From an optimization exercise on the open Yosys and OpenROAD flow, aimed at small area, a short achievable clock period and few clock cycles per item; shortcuts taken in it are not production practice. The RTL was checked by simulation tests, not by an equivalence proof against the original design. Power figures rest on the tool's default switching activity, not on a simulated workload.

==> flow/design.v (excerpt) <==
module multiplier(
    input clk,
    input logic valid_in,
    input logic[31:0] a,
    input logic[31:0] b,
    output logic valid_out,
    output logic[63:0] r
);
    wire p1;
    wire p2;
    wire p3;
    wire p4;
    wire p5;
    wire p6;
    wire p7;
    wire p8;
    wire p9;
    wire p10;
    wire p11;
    wire p12;
    wire p13;
    wire p14;
    wire p15;
    wire p16;
    wire p17;
    wire p18;
    wire p19;
    wire p20;
    wire p21;
    wire p22;
    wire p23;
    wire p24;
    wire p25;
    wire p26;
    wire p27;
    wire p28;
    wire p29;
    wire p30;
    wire p31;
    wire p32;
    wire p33;
    wire p34;
    wire p35;
    wire p36;
    wire p37;
    wire p38;
    wire p39;
    wire p40;
    wire p41;
    wire p42;
    wire p43;
    wire p44;
    wire p45;
    wire p46;
    wire p47;
    wire p48;
    wire p49;
    wire p50;
    wire p51;
    wire p52;
    wire p53;
    wire p54;
    wire p55;
    wire p56;
    wire p57;
    wire p58;
    wire p59;
    wire p60;
    wire p61;
    wire p62;
    wire p63;
    wire p64;
    wire p65;
    wire p66;
    wire p67;
    wire p68;
    wire p69;
    wire p70;
    wire p71;
    wire p72;
    wire p73;
    wire p74;
    wire p75;
    wire p76;
    wire p77;
    wire p78;
    wire p79;
    wire p80;
    wire p81;
    wire p82;
    wire p83;
    wire p84;
    wire p85;
    wire p86;
    wire p87;
    wire p88;
    wire p89;
    wire p90;
    wire p91;
    wire p92;
    wire p93;
    wire p94;
    wire p95;
    wire p96;
    wire p97;
    wire p98;
    wire p99;
    wire p100;
    wire p101;
    wire p102;
    wire p103;
    wire p104;
    wire p105;
    wire p106;
    wire p107;
    wire p108;
    wire p109;
    wire p110;
    wire p111;
    wire p112;
    wire p113;
    wire p114;
    wire p115;
    wire p116;
    wire p117;
  ...
Size in the first run: roughly 2,800 cells after synthesis, ~130 I/O pins, about 0.033 mm² of cells after synthesis.
Settings: LEC_CHECK=0, ABC_CLOCK_PERIOD_IN_PS=3000, CAP_MARGIN=20, CORE_MARGIN=2, CORE_UTILIZATION=60, SLEW_MARGIN=20; clock period 8.0 ns.
standard.sh (not shown) runs the stock make flow with config.mk's settings and CLKGATE_MAP_FILE= SYNTH_SCRIPT=/design/flow/synth_recipe.tcl, a recipe that flattens the netlist after the stock synthesis.
==> flow/flow/run.sh <==
#!/bin/bash
# The standard layout, with Yosys's generic abc pass in synth's fine stage
# skipped (SYNTH_ARGS=-noabc) so that extract_fa maps the RTL's carry-save
# full adders to adder cells without inverters between them. Everything else,
# including the final abc mapping, is the standard flow.
set -euo pipefail
cd "$(dirname "$0")/.."
bash standard.sh SYNTH_ARGS=-noabc finish > standard_make.log 2>&1
The starting point finished clean.
Testbench counts at the start, summed over its fixed seeds: cycles 16,000, items 16,000.
Next try:
--- a/flow/config.mk
+++ b/flow/config.mk
@@ -6,7 +6,6 @@
 export NUM_CORES = 4
 export LEC_CHECK = 0
-export ABC_CLOCK_PERIOD_IN_PS = 3000
 export CAP_MARGIN = 20
 export CORE_MARGIN = 2
-export CORE_UTILIZATION = 60
+export CORE_UTILIZATION = 40
 export SLEW_MARGIN = 20
Effect: Flip-flop and latch count is unchanged. Synthesized cell count does not change. Wire length came out higher by about 7%. Combinational power came out lower by about 5%. Total power came out lower by 3.9%. Setup slack gets worse by 0.25 ns. Final area came out higher by 1.6%. Hold slack gets worse by 0.063 ns. Clock power came out higher by about 8%.
Next try:
==> flow/run.sh (new file) <==
#!/bin/bash
# synth_recipe.tcl (not shown) runs the flow's synth.tcl, then flattens the netlist and writes it again
# the make line also repeats each setting of config.mk as NAME=value (left out here)
make -C /OpenROAD-flow-scripts/flow DESIGN_CONFIG=/design/flow/config.mk WORK_HOME=/design/flow/orfs CLKGATE_MAP_FILE= SYNTH_SCRIPT=/design/flow/synth_recipe.tcl finish
removed: flow/flow/run.sh
removed: flow/standard.sh
Global-route usage falls by 1.7 points.
Power rises by roughly a tenth.
Non-clock buffer count rises by 65.
Maximum frequency rises slightly.
Sequential cell count is unchanged.
Wire length falls slightly.
Hold slack loses 0.0081 ns.
Area after synthesis rises by a little under a tenth.
Setup slack gains 0.13 ns.
Clock-buffer cell count falls by 4.

re-timing with driven ports:
How much do the figures lean on ideal ports? The routed layouts below were timed once more, with nothing changed but the port constraints. Step 1, drivers: a clkbuf_16 drives clk and a buf_2 each remaining input, both assumed. Step 2 also shifts input and output timing later by t, the mid clock arrival at the registers, as if the neighbouring blocks saw the same clock. Three values: ideal, step 1, step 2; two values: the first two.
run	t (ns)	slack for setup (ns)	worst setup path at the end	worst data-port slew with drivers (ns)
the first run	0.540	1.394 / 1.334 / 1.030	input to register	0.05
the second run	0.538	1.145 / 1.076 / 0.864	input to register	0.08
the third run	0.505	1.274 / 1.242 / 0.737	input to register	0.12
After both steps every run listed still meets setup and hold. The setup slack of the third run, which loses most, moves by -0.032 ns with the drivers and by -0.537 ns with both steps.
